Source: an optimization exercise on an open RTL-to-GDS flow (aim: small area). Production flows keep margins and buffers that such runs may drop.
Function was checked by simulation only, so behaviour that the tests miss may differ from the original.
No activity file was given, so power comes from the tool's default toggle rates.

<file path="flow/design.v">
`default_nettype none
`timescale 1ns / 1ps
module spell_execute (
    input wire [7:0] opcode,
    input wire [7:0] pc,
    input wire [4:0] sp,
    input wire [7:0] stack_top,
    input wire [7:0] stack_belowtop,
    input wire [7:0] memory_input,
    input wire out_of_order_exec,
    output reg [7:0] next_pc,
    output reg [4:0] next_sp,
    output reg [1:0] stack_write_count,
    output reg [7:0] set_stack_top,
    output reg [7:0] set_stack_belowtop,
    output reg memory_write_en,
    output reg memory_write_type_data,
    output reg [7:0] memory_write_data,
    output reg [7:0] memory_write_addr,
    output reg [7:0] delay_amount,
    output reg sleep,
    output reg stop
);
  always @(*) begin
    next_pc = out_of_order_exec ? pc : pc + 8'd1;
    next_sp = sp;
    stack_write_count = 2'd0;
    set_stack_top = 8'd0;
    set_stack_belowtop = 8'd0;
    memory_write_en = 1'b0;
    memory_write_type_data = 1'b0;
    memory_write_addr = 8'd0;
    memory_write_data = 8'd0;
    sleep = 0;
    stop = 0;
    delay_amount = 0;
    case (opcode)
      "+": begin
        set_stack_top = stack_belowtop + stack_top;
        stack_write_count = 1;
        next_sp = sp - 1;
      end
      "-": begin
        set_stack_top = stack_belowtop - stack_top;
        stack_write_count = 1;
        next_sp = sp - 1;
      end
      "&": begin
        set_stack_top = stack_belowtop & stack_top;
        stack_write_count = 1;
        next_sp = sp - 1;
      end
      "^": begin
        set_stack_top = stack_belowtop ^ stack_top;
        stack_write_count = 1;
        next_sp = sp - 1;
      end
      "|": begin
        set_stack_top = stack_belowtop | stack_top;
        stack_write_count = 1;
        next_sp = sp - 1;
      end
      ">": begin
        set_stack_top = {1'b0, stack_top[7:1]};
        stack_write_count = 1;
      end
      "<": begin
        set_stack_top = {stack_top[6:0], 1'b0};
        stack_write_count = 1;
      end
      "=": begin
        next_pc = stack_top;
        next_sp = sp - 1;
      end
      "@": begin
        if (stack_belowtop != 8'd0) begin
          next_pc = stack_top;
          next_sp = sp - 1;
          set_stack_top = stack_belowtop - 1;
          stack_write_count = 1;
        end else begin
          next_sp = sp - 2;
        end
      end
      ",": begin
        delay_amount = stack_top;
        next_sp = sp - 1;
      end
      "2": begin
        set_stack_top = stack_top;
        stack_write_count = 1;
        next_sp = sp + 1;
      end
      "!": begin
        memory_write_en = 1'b1;
        memory_write_type_data = 1'b0;
        memory_write_addr = stack_top;
        memory_write_data = stack_belowtop;
        next_sp = sp - 2;
      end
      "?", "r": begin
        set_stack_top = memory_input;
        stack_write_count = 1;
      end
      "w": begin
        memory_write_en = 1'b1;
        memory_write_type_data = 1'b1;
        memory_write_addr = stack_top;
        memory_write_data = stack_belowtop;
        next_sp = sp - 2;
      end
      "x": begin
        set_stack_top = stack_belowtop;
        set_stack_belowtop = stack_top;
        stack_write_count = 2;
      end
      "z":   sleep = 1'b1;
      8'hff: stop = 1'b1;
      default: begin
        set_stack_top = opcode;
        stack_write_count = 1;
        next_sp = sp + 1;
      end
    endcase
  end
endmodule
`default_nettype none
`timescale 1ns / 1ps
module spell_mem_io (
    input wire reset,
    input wire clock,
    input wire select,
    input wire [7:0] addr,
    input wire [7:0] data_in,
    input wire write,
    output reg [7:0] data_out,
    output reg data_ready,
    input  wire [7:0] io_in,
    output reg  [7:0] io_out,
    output reg  [7:0] io_oeb    
);
  localparam REG_PIN = 8'h36;
  localparam REG_DDR = 8'h37;
  localparam REG_PORT = 8'h38;
  reg past_write;
  always @(posedge clock) begin
    if (reset) begin
      io_out <= 8'b00000000;
      io_oeb <= 8'b11111111;
      data_out <= 8'b0;
      data_ready <= 1'b0;
      past_write <= 1'b0;
    end else begin
      past_write <= select & write;
      if (select) begin
        data_out   <= 8'b0;
        data_ready <= 1'b1;
        case (addr)
          REG_PIN: begin
            if (write) begin
              if (!past_write) io_out <= io_out ^ data_in;
            end else begin
              data_out <= io_in;
            end
          end
          REG_DDR: begin
            if (write) begin
              io_oeb <= ~data_in;
            end else begin
              data_out <= ~io_oeb;
            end
          end
          REG_PORT: begin
            if (write) begin
              io_out <= data_in;
            end else begin
              data_out <= io_out;
            end
          end
        endcase
      end else data_ready <= 1'b0;
    end
  end
endmodule
`default_nettype none
`timescale 1ns / 1ps
module spell_mem_dff (
    input wire reset,
    input wire clock,
    input wire select,
    input wire [7:0] addr,
    input wire [7:0] data_in,
    input wire memory_type_data,
    input wire write,
    output reg [7:0] data_out,
    output reg data_ready
);
  localparam code_size = 32;
  localparam data_size = 8;
  reg [7:0] code_mem[code_size-1:0];
  reg [7:0] data_mem[data_size-1:0];
  reg [1:0] cycles;
  integer i;
  always @(posedge clock) begin
    if (reset) begin
      cycles <= 0;
      data_ready <= 0;
      for (i = 0; i < code_size; i++) code_mem[i] = 0;
      for (i = 0; i < data_size; i++) data_mem[i] = 0;
    end else begin
      if (!select) begin
        data_ready <= 1'b0;
      end else if (cycles > 0) begin
        cycles <= cycles - 1;
      end else begin
        data_ready <= 1'b1;
        if (write) begin
          if (memory_type_data && addr < data_size) begin
            data_mem[addr] <= data_in;
          end else if (!memory_type_data && addr < code_size) begin
            code_mem[addr] <= data_in;
          end
        end else begin
          data_out <= 8'b0;
          if (memory_type_data && addr < data_size) begin
            data_out <= data_mem[addr];
          end else if (!memory_type_data && addr < code_size) begin
            data_out <= code_mem[addr];
          end
        end
      end
    end
  end
endmodule
`default_nettype none
`timescale 1ns / 1ps
module spell_mem (
    input wire reset,
    input wire clock,
    input wire sram_enable,
    input wire select,
    input wire [7:0] addr,
    input wire [7:0] data_in,
    input wire memory_type_data,
    input wire write,
    output reg [7:0] data_out,
    output wire data_ready,
    input  wire [7:0] io_in,
    output wire [7:0] io_out,
    output wire [7:0] io_oeb,   
    input wire [31:0] sram_dat_i,
    input wire sram_ack_i,
    output wire sram_cyc_o,
    output wire sram_stb_o,
    output wire sram_we_o,
    output wire [3:0] sram_sel_o,
    output wire [9:0] sram_addr_o,
    output wire [31:0] sram_dat_o
);
  wire code_select = select && !memory_type_data;
  wire data_select = select && memory_type_data;
  wire data_mem_select = data_select && (addr < 8'h20 || addr >= 8'h60);
  wire data_io_select = data_select && (addr >= 8'h20 && addr < 8'h60);
  wire mem_select = code_select || data_mem_select;
  wire sram_select = mem_select && sram_enable;
  wire [1:0] sram_byte_index = addr[1:0];
  assign sram_cyc_o  = sram_select;
  assign sram_stb_o  = sram_select;
  assign sram_we_o   = write;
  assign sram_sel_o  = 1 << sram_byte_index;
  assign sram_addr_o = {1'b0, data_select, addr[7:2], 2'b00};
  assign sram_dat_o  = {data_in, data_in, data_in, data_in};
  wire io_data_ready;
  wire dff_data_ready;
  assign data_ready = io_data_ready | dff_data_ready | (sram_select && sram_ack_i);
  wire [7:0] io_data_out;
  wire [7:0] dff_data_out;
  wire [7:0] sram_data_out;
  spell_mem_io mem_io (
      .reset(reset),
      .clock(clock),
      .select(data_io_select),
      .addr(addr),
      .data_in(data_in),
      .write(write),
      .data_out(io_data_out),
      .data_ready(io_data_ready),
      .io_in (io_in),
      .io_out(io_out),
      .io_oeb(io_oeb)
  );
  spell_mem_dff mem_dff (
      .reset(reset),
      .clock(clock),
      .select(!sram_select && mem_select),
      .addr(addr),
      .data_in(data_in),
      .memory_type_data(memory_type_data),
      .write(write),
      .data_out(dff_data_out),
      .data_ready(dff_data_ready)
  );
  always @(*) begin
    if (data_io_select) begin
      data_out = io_data_out;
    end else if (sram_enable) begin
      case (sram_byte_index)
        0: data_out = sram_dat_i[7:0];
        1: data_out = sram_dat_i[15:8];
        2: data_out = sram_dat_i[23:16];
        3: data_out = sram_dat_i[31:24];
      endcase
    end else begin
      data_out = dff_data_out;
    end
  end
endmodule
`default_nettype none
`timescale 1ns / 1ps
module spell (
    input wire reset,
    input wire clock,
    input wire i_la_write,
    input wire [6:0] i_la_addr,
    input wire [7:0] i_la_data,
    input wire i_la_wb_disable,
    output wire [31:0] la_data_out,
    input  wire        i_wb_cyc,    
    input  wire        i_wb_stb,    
    input  wire        i_wb_we,     
    input  wire [31:0] i_wb_addr,   
    input  wire [31:0] i_wb_data,   
    output wire        o_wb_ack,    
    output reg  [31:0] o_wb_data,   
    input  wire [7:0] io_in,
    output wire [7:0] io_out,
    output wire [7:0] io_oeb,   
    output wire        rambus_wb_rst_o,    
    output wire        rambus_wb_stb_o,    
    output wire        rambus_wb_cyc_o,    
    output wire        rambus_wb_we_o,     
    output wire [ 3:0] rambus_wb_sel_o,    
    output wire [31:0] rambus_wb_dat_o,    
    output wire [ 9:0] rambus_wb_addr_o,   
    input  wire        rambus_wb_ack_i,    
    input  wire [31:0] rambus_wb_dat_i,    
    output wire interrupt
);
  localparam StateFetch = 3'd0;
  localparam StateFetchData = 3'd1;
  localparam StateExecute = 3'd2;
  localparam StateStore = 3'd3;
  localparam StateDelay = 3'd4;
  localparam StateSleep = 3'd5;
  localparam REG_PC = 24'h000;
  localparam REG_SP = 24'h004;
  localparam REG_EXEC = 24'h008;
  localparam REG_CTRL = 24'h00c;
  localparam REG_CYCLES_PER_MS = 24'h010;
  localparam REG_STACK_TOP = 24'h014;
  localparam REG_STACK_PUSH = 24'h018;
  localparam REG_INT_ENABLE = 24'h20;
  localparam REG_INT = 24'h24;
  localparam INTR_SLEEP = 0;
  localparam INTR_STOP = 1;
  localparam INTR_COUNT = 2;
  reg [2:0] state;
  reg [7:0] pc;
  reg [4:0] sp;
  reg [7:0] opcode;
  reg [7:0] memory_input;
  reg [7:0] stack[31:0];
  wire [7:0] next_pc;
  wire [4:0] next_sp;
  wire [1:0] stack_write_count;
  wire [7:0] set_stack_top;
  wire [7:0] set_stack_belowtop;
  wire memory_write_en;
  wire memory_write_type_data;
  wire [7:0] memory_write_addr;
  wire [7:0] memory_write_data;
  wire [7:0] delay_amount;
  wire sleep;
  wire stop;
  reg [INTR_COUNT-1:0] intr;
  reg [INTR_COUNT-1:0] intr_enable;
  reg edge_interrupts;
  wire level_interrupt = |(intr & intr_enable);
  reg prev_level_interrupt;
  assign interrupt = edge_interrupts ? (!prev_level_interrupt && level_interrupt) : level_interrupt;
  reg single_step;
  reg out_of_order_exec;
  wire [4:0] stack_top_index = sp - 1;
  wire [4:0] stack_belowtop_index = sp - 2;
  wire [4:0] next_stack_top_index = next_sp - 1;
  wire [4:0] next_stack_belowtop_index = next_sp - 2;
  wire [7:0] stack_top = stack[stack_top_index];
  reg sram_enable;
  reg mem_select;
  reg mem_type_data;
  reg [7:0] mem_addr;
  reg [7:0] mem_write_value;
  reg mem_write_en;
  wire [7:0] mem_read_value;
  wire mem_data_ready;
  reg [23:0] cycles_per_ms;
  reg [23:0] delay_cycles;
  reg [7:0] delay_counter;
  reg wb_read_ack;
  reg wb_write_ack;
  assign o_wb_ack = wb_read_ack | wb_write_ack;
  wire wb_read = i_wb_stb && i_wb_cyc && !i_wb_we;
  wire wb_write = i_wb_stb && i_wb_cyc && i_wb_we && !i_la_wb_disable;
  wire [23:0] wb_addr = i_wb_addr[23:0];
  reg prev_reg_write;
  wire reg_write = wb_write | i_la_write;
  wire [6:0] reg_write_addr = i_la_write ? i_la_addr : i_wb_addr[6:0];
  wire [31:0] reg_write_data = i_la_write ? {24'b0, i_la_data} : i_wb_data;
  assign rambus_wb_rst_o = reset;
  assign la_data_out = {stack_top, state, sp, opcode, pc};
  reg [63:0] state_name;
  always @(*) begin
    case (state)
      StateFetch: state_name <= "Fetch";
      StateFetchData: state_name <= "FetchDat";
      StateExecute: state_name <= "Execute";
      StateStore: state_name <= "Store";
      StateDelay: state_name <= "Delay";
      StateSleep: state_name <= "Sleep";
      default: state_name <= "Invalid";
    endcase
  end
  spell_execute exec (
      .opcode(opcode),
      .pc(pc),
      .sp(sp),
      .stack_top(stack_top),
      .stack_belowtop(stack[stack_belowtop_index]),
      .memory_input(memory_input),
      .next_pc(next_pc),
      .next_sp(next_sp),
      .out_of_order_exec(out_of_order_exec),
      .stack_write_count(stack_write_count),
      .set_stack_top(set_stack_top),
      .set_stack_belowtop(set_stack_belowtop),
      .memory_write_en(memory_write_en),
      .memory_write_type_data(memory_write_type_data),
      .memory_write_addr(memory_write_addr),
      .memory_write_data(memory_write_data),
      .delay_amount(delay_amount),
      .sleep(sleep),
      .stop(stop)
  );
  spell_mem mem (
      .reset(reset),
      .clock(clock),
      .sram_enable(sram_enable),
      .select(mem_select),
      .addr(mem_addr),
      .data_in(mem_write_value),
      .memory_type_data(mem_type_data),
      .write(mem_write_en),
      .data_out(mem_read_value),
      .data_ready(mem_data_ready),
      .io_in(io_in),
      .io_out(io_out),
      .io_oeb(io_oeb),
      .sram_stb_o(rambus_wb_stb_o),
      .sram_cyc_o(rambus_wb_cyc_o),
      .sram_we_o(rambus_wb_we_o),
      .sram_sel_o(rambus_wb_sel_o),
      .sram_dat_o(rambus_wb_dat_o),
      .sram_addr_o(rambus_wb_addr_o),
      .sram_ack_i(rambus_wb_ack_i),
      .sram_dat_i(rambus_wb_dat_i)
  );
  function is_data_opcode(input [7:0] opcode);
    is_data_opcode = (opcode == "?" || opcode == "r");
  endfunction
  always @(posedge clock) begin
    if (reset) begin
      o_wb_data   <= 0;
      wb_read_ack <= 0;
    end else if (wb_read) begin
      o_wb_data <= 0;
      case (wb_addr)
        REG_PC: o_wb_data <= {24'b0, pc};
        REG_SP: o_wb_data <= {27'b0, sp};
        REG_EXEC: o_wb_data <= {24'b0, opcode};
        REG_CTRL: begin
          o_wb_data <= {28'b0, edge_interrupts, sram_enable, single_step, state != StateSleep};
        end
        REG_CYCLES_PER_MS: o_wb_data <= {8'b0, cycles_per_ms};
        REG_STACK_TOP: o_wb_data <= {24'b0, stack_top};
        REG_INT_ENABLE: o_wb_data[INTR_COUNT-1:0] <= intr_enable;
        REG_INT: o_wb_data[INTR_COUNT-1:0] <= intr;
        default: begin
          o_wb_data <= 32'b0;
        end
      endcase
      wb_read_ack <= 1;
    end else begin
      wb_read_ack <= 0;
    end
  end
  integer j;
  always @(posedge clock) begin
    if (reset) begin
      state <= StateSleep;
      pc    <= 0;
      sp    <= 0;
      for (j = 0; j < 32; j++) stack[j] = 0;
      opcode <= 0;
      mem_select <= 0;
      mem_write_en <= 0;
      single_step <= 0;
      out_of_order_exec <= 0;
      wb_write_ack <= 0;
      prev_reg_write <= 0;
      sram_enable <= 0;
      intr <= 0;
      intr_enable <= 0;
      edge_interrupts <= 0;
      prev_level_interrupt <= 0;
      cycles_per_ms <= 24'd10000;   
      delay_cycles <= 0;
    end else begin
      prev_reg_write <= reg_write;
      prev_level_interrupt <= level_interrupt;
      if (reg_write) begin
        case (reg_write_addr)
          REG_PC: pc <= reg_write_data[7:0];
          REG_SP: sp <= reg_write_data[4:0];
          REG_EXEC: begin
            if (state == StateSleep) begin
              opcode = reg_write_data[7:0];
              state <= is_data_opcode(opcode) ? StateFetchData : StateExecute;
              single_step <= 1;
              out_of_order_exec <= 1;
            end
          end
          REG_CTRL: begin
            if (reg_write_data[0] && state == StateSleep) begin
              out_of_order_exec <= 0;
              state <= StateFetch;
            end
            single_step <= reg_write_data[1];
            sram_enable <= reg_write_data[2];
            edge_interrupts <= reg_write_data[3];
          end
          REG_CYCLES_PER_MS: cycles_per_ms <= reg_write_data[23:0];
          REG_STACK_TOP: stack[stack_top_index] <= reg_write_data[7:0];
          REG_STACK_PUSH:
          if (!prev_reg_write) begin
            stack[sp] <= reg_write_data[7:0];
            sp <= sp + 1;
          end
          REG_INT_ENABLE: intr_enable <= reg_write_data[INTR_COUNT-1:0];
          REG_INT: intr <= intr & ~reg_write_data[INTR_COUNT-1:0];
        endcase
        if (wb_write) wb_write_ack <= 1;
      end else begin
        wb_write_ack <= 0;
        case (state)
          StateFetch: begin
            mem_select <= 1;
            mem_type_data <= 0;
            mem_addr <= pc;
            mem_write_en <= 0;
            if (mem_select && mem_data_ready) begin
              mem_select <= 0;
              opcode = mem_read_value;
              state <= is_data_opcode(opcode) ? StateFetchData : StateExecute;
            end
          end
          StateFetchData: begin
            mem_select <= 1;
            mem_type_data <= (opcode == "r") ? 1'b1 : 1'b0;
            mem_addr <= stack_top;
            mem_write_en <= 0;
            if (mem_select && mem_data_ready) begin
              mem_select <= 0;
              memory_input <= mem_read_value;
              state <= StateExecute;
            end
          end
          StateExecute: begin
            pc <= next_pc;
            sp <= next_sp;
            mem_type_data <= memory_write_type_data;
            mem_addr <= memory_write_addr;
            mem_write_value <= memory_write_data;
            if (sleep) intr[INTR_SLEEP] = 1'b1;
            if (stop) intr[INTR_STOP] = 1'b1;
            if (stack_write_count == 1 || stack_write_count == 2) begin
              stack[next_stack_top_index] = set_stack_top;
            end
            if (stack_write_count == 2) begin
              stack[next_stack_belowtop_index] = set_stack_belowtop;
            end
            if (memory_write_en) begin
              state <= StateStore;
            end else if (sleep || stop || single_step) begin
              state <= StateSleep;
            end else if (delay_amount != 8'b0 && cycles_per_ms != 24'b0) begin
              delay_counter <= delay_amount - 1;
              delay_cycles <= 0;
              state <= StateDelay;
            end else begin
              state <= StateFetch;
            end
          end
          StateStore: begin
            mem_select   <= 1;
            mem_write_en <= 1;
            if (mem_data_ready) begin
              mem_select <= 0;
              mem_write_en <= 0;
              state <= single_step ? StateSleep : StateFetch;
            end
          end
          StateSleep: begin
          end
          StateDelay: begin
            if (delay_cycles + 1 >= cycles_per_ms) begin
              delay_counter <= delay_counter - 1;
              delay_cycles  <= 0;
              if (delay_counter == 0) begin
                state <= single_step ? StateSleep : StateFetch;
              end
            end else begin
              delay_cycles = delay_cycles + 1;
            end
          end
          default: state <= StateSleep;
        endcase
      end
    end
  end
endmodule
</file>
<file path="flow/run.sh">
#!/bin/bash
# synth_recipe.tcl (not shown) runs the flow's synth.tcl, then flattens the netlist and writes it again
# the make line also repeats each setting of config.mk as NAME=value (left out here)
make -C /OpenROAD-flow-scripts/flow DESIGN_CONFIG=/design/flow/config.mk WORK_HOME=/design/flow/orfs CLKGATE_MAP_FILE= SYNTH_SCRIPT=/design/flow/synth_recipe.tcl finish
</file>
<file path="flow/config.mk">
export PLATFORM = sky130hd
export DESIGN_NAME = spell
export DESIGN_NICKNAME = spell
export VERILOG_FILES = /design/flow/design.v
export SDC_FILE = /design/flow/constraint.sdc
export NUM_CORES = 4
export LEC_CHECK = 0
export CAP_MARGIN = 20
export CORE_MARGIN = 2
export CORE_UTILIZATION = 40
export SLEW_MARGIN = 20
</file>
<file path="flow/constraint.sdc">
create_clock -name core_clock -period 10.0 [get_ports {clock}]
set_input_delay 2.0000 -clock core_clock [delete_from_list [all_inputs] [get_ports {clock}]]
set_output_delay 2.0000 -clock core_clock [all_outputs]
set_load 0.01 [all_outputs]
</file>
==> run summary <==
==> layout by cell type, fill, tap and decap left out, types with 39 or more instances in the layout <==
| cell | n |
|---|---|
| a21oi_1 | 417 |
| a221oi_1 | 43 |
| a22o_1 | 39 |
| a22oi_1 | 125 |
| and3_1 | 39 |
| buf_4 | 172 |
| clkbuf_16 | 92 |
| clkdlybuf4s50_1 | 229 |
| dfxtp_1 | 457 |
| edfxtp_1 | 297 |
| ha_1 | 64 |
| inv_1 | 82 |
| mux2_2 | 40 |
| mux2i_1 | 121 |
| mux4_2 | 125 |
| nand2_1 | 649 |
| nand3_1 | 346 |
| nand4_1 | 181 |
| nor2_1 | 257 |
| nor3_1 | 43 |
| o21ai_0 | 119 |
| o31ai_1 | 224 |
| xnor2_1 | 48 |
==> worst max-delay path: cells and delay by family, from the launching register on <==
family / cells / cell delay [ns]
and+or+nand+nor: 8 / 2.84
AOI/OAI and AO/OA: 6 / 2.72
adders and majority gates: 2 / 1.13
DFF: 1 / 0.66
buffers and inverters: 2 / 0.63
==> worst paths after layout <==
| path | cells after the start | slack (ns) | end | startpoint |
|---|---|---|---|---|
| max | 18 | 1.80 | stack[1][2]$_DFFE_PP_ | sp[1]$_SDFFE_PP0P_ |
| min | 2 | 0.45 | mem.mem_dff.code_mem[0][6]$_SDFFE_PP0P_ | mem.mem_dff.code_mem[0][6]$_SDFFE_PP0P_ |
| max reg2reg | 18 | 1.80 | stack[1][2]$_DFFE_PP_ | sp[1]$_SDFFE_PP0P_ |
| min reg2reg | 2 | 0.45 | mem.mem_dff.code_mem[0][6]$_SDFFE_PP0P_ | mem.mem_dff.code_mem[0][6]$_SDFFE_PP0P_ |
==> cell type report <==
type / instances / share of cell area [%]
clock buffers: 119 / 5.07
well taps: 1414 / 3.55
clock inverters: 41 / 0.745
multi-input cells: 3464 / 46.3
flip-flops and latches: 756 / 36.3
inverters: 84 / 0.632
repair buffers: 409 / 7.44
==> cells by family (layout without fill, tap and decap cells) <==
logic type	count (synthesis)	count (layout)	synth area share (%)
other	1	11	0.00861
flip-flops	756	756	41.6
buffers and inverters	596	653	5.97
AND/OR/NAND/NOR	1740	1740	18.9
XOR/XNOR	72	72	1.45
multiplexers	288	288	10.3
adder cells (fa/ha/maj)	67	67	1.94
AO/OA/AOI/OAI	1286	1286	19.9
==> layer usage <==
metal | share of wire [%] | routed length (um) | GRT usage (%) | vias to the layer above
met1 | 39 | 67600 | 39.2 | 19800
met2 | 43 | 74300 | 44.3 | 2529
met3 | 12 | 21200 | 8.36 | 475
met4 | 4.9 | 8350 | 13.5 | 2
li1 | - | - | - | 18000
met5 | 0.0058 | 10 | 0 | -
==> state kept, by name, summed over array words and instances, names as in the netlist, 24 cells and up <==
signal	cells
mem.mem_dff.code_mem	256
cycles_per_ms	24
delay_cycles	24
stack	256
o_wb_data	24
mem.mem_dff.data_mem	64
==> stage by stage <==
stage | power [uW] | setup WS (ns) | hold slack (ns)
after floorplan | 3610 | 2.83 | 0.433
after global placement | 3810 | 2.02 | 0.439
after detailed placement | 3810 | 1.87 | 0.445
after CTS | 7050 | 1.82 | 0.453
after global routing | 7210 | 1.48 | 0.469
final | 7040 | 1.80 | 0.452
==> report_power, final <==
group | internal (uW) | total, uW | switching, uW
clock network | 1880 | 3270 | 1380
logic | 185 | 505 | 320
registers | 3230 | 3270 | 32.6
==> run summary <==
- Vias in the first global route: between 30,000 and 40,000
- CTS root buf: clkbuf_16
- Post-synthesis cell type count: 95
- Critical-path cell list: inv_1 > ha_1 > nor2b_2 > a22oi_1 > o221ai_1 > a22oi_1 > nand2_1 > and3_1 > a21oi_2 > nor2_1 > ha_1 > or3_1 > a211oi_1 > nor2_1 > nor2_1 > buf_4 > nand2_1 > o31ai_1
- Relative slew margins: ~22%
- Core ar.: 108,000 um^2
- P&R area growth vs syn: 14.5%
- Hold Path Class: reg2reg
- Synthesized area: 43,600 um^2
- I/O Buffers: 231
- Setup Crit Path Kind: reg2reg
- Slew Viols, Final: 0
- Layout cells sized above 1: around 12%
- Final WL: 171,000 um
- Fill count: 10,400
- I/O pins: 259
- Iteration-0 DRC Markers: about 5,600
- Std-Cell Rows: around 120
- Leakage: 0.0167 uW
- GRT overflow: 0
- Crit share post-route: 82.0%
- Most common cell in the netlist: nand2_1
- Tot GR Track Use: roughly 29%
- DR vias/cell: 6.49
- Final hold viol count: 0
- CP dominant cell by count: nor2_1
- Final std cells w/o fill: ~6,300
- Clk latency of the worst-skew pair: roughly 0.7 ns
- Least-Margin Pin Slew: 1.17 ns
- Final Skew: around 0.047 ns
- Highest Clock Rate: roughly 120 MHz
- Drt first pass iters: 8
- DP Area: approximately 47,000 um^2
- Register area: 18,100 um^2
- Setup TNS Final: 0 ns
- Synth area leaders: dfxtp_1, edfxtp_1, mux4_2, nand2_1, a21oi_1
- CP max FO: 28
- RSZ-0062 raised after global routing: no
- Mean Syn Cell Area: 9.07 um^2
- DIE HEIGHT: around 330 um
- Yosys top cell area share: 21.1%
- Yosys warning count: 7
- Sequential element share of the synthesized area: 41.6%
- Yosys reg bits: 756
- Post-route ant nets: 0
- Starting Density: 40.2%
- Vias: around 41,000
- Ant. Diodes: 0
- H-tree Lvls: 3
- CTS max path bufs: 3
- Final setup fails: 0
- Final Util: 46.0%
- CP startpoint kind: register
- Post-layout min period: 8.20 ns
- Initial antenna violation count: 4
- Die area: between 100,000 and 150,000 um^2
- Post-synth top cells: nand2_1, dfxtp_1, a21oi_1, nand3_1, clkbuf_1
- Status: no timing/DRC/antenna violations
- EDFF count, synth: 297
- Final instance area: around 50,000 um^2
- TritonCTS clock tree: built
- MaxCap Viol Count: 0
- Worst-path clk slew: roughly 0.060 ns
- Cts bufs inserted: 88
- Final HPWL DP: 113,000 um
- Largest net degree at the start of global routing: between 150 and 200
- Slowest-stage cell, CP: ha_1
- Crit path largest cell delay: 0.79 ns
- CP Capture Type: register
- Syn Inst Count: just under 5,000
- Resized cells post-CTS: 0
- Cell taking the most area after synthesis: dfxtp_1
- Worst vdd ir: 0.114 mV
- Multi-input logic area: 23,100 um^2
- Primary FF master, synth: dfxtp_1
- Post-layout net count: 4,997
- WP data required: roughly 10 ns
- Placer Congestion: around 0.96
- Setup bufs post-CTS: 0
- Clock sink total: ~760
- Post-synth ARST share: 0%
- DRC: 0
- Hold Buf Count CTS: 0
- Placed insts: between 6,000 and 7,000
- Worst Path Arrival: 8.69 ns
- Pwr per Cell Area: 141 nW/um^2
- Drt wl/cell: 27.3 um
- Global-route wire length before repair: roughly 250,000 um
- Die X: 334 um

## what the ideal ports hide
Ports are ideal in the flow. The routed layout listed here was re-timed in OpenROAD.
Step 1 assumes that a clkbuf_16 drives the clock port and a buf_2 every other input.
Step 2 times the ports against the registers' clock, not the clock port: input delays grow and output delays shrink by t, the midpoint of the rising clock arrivals with the driver on.
Three values: ideal ports, drivers, drivers and shift; two values: the first two.
t, ns: 0.745
setup slack, ns: 1.797 / 1.797 / 1.797
worst setup path after step 2: register to register
After both steps setup and hold are still met in this run. For this run, drivers alone change the setup slack by 0.000 ns; drivers and shift together by 0.000 ns.
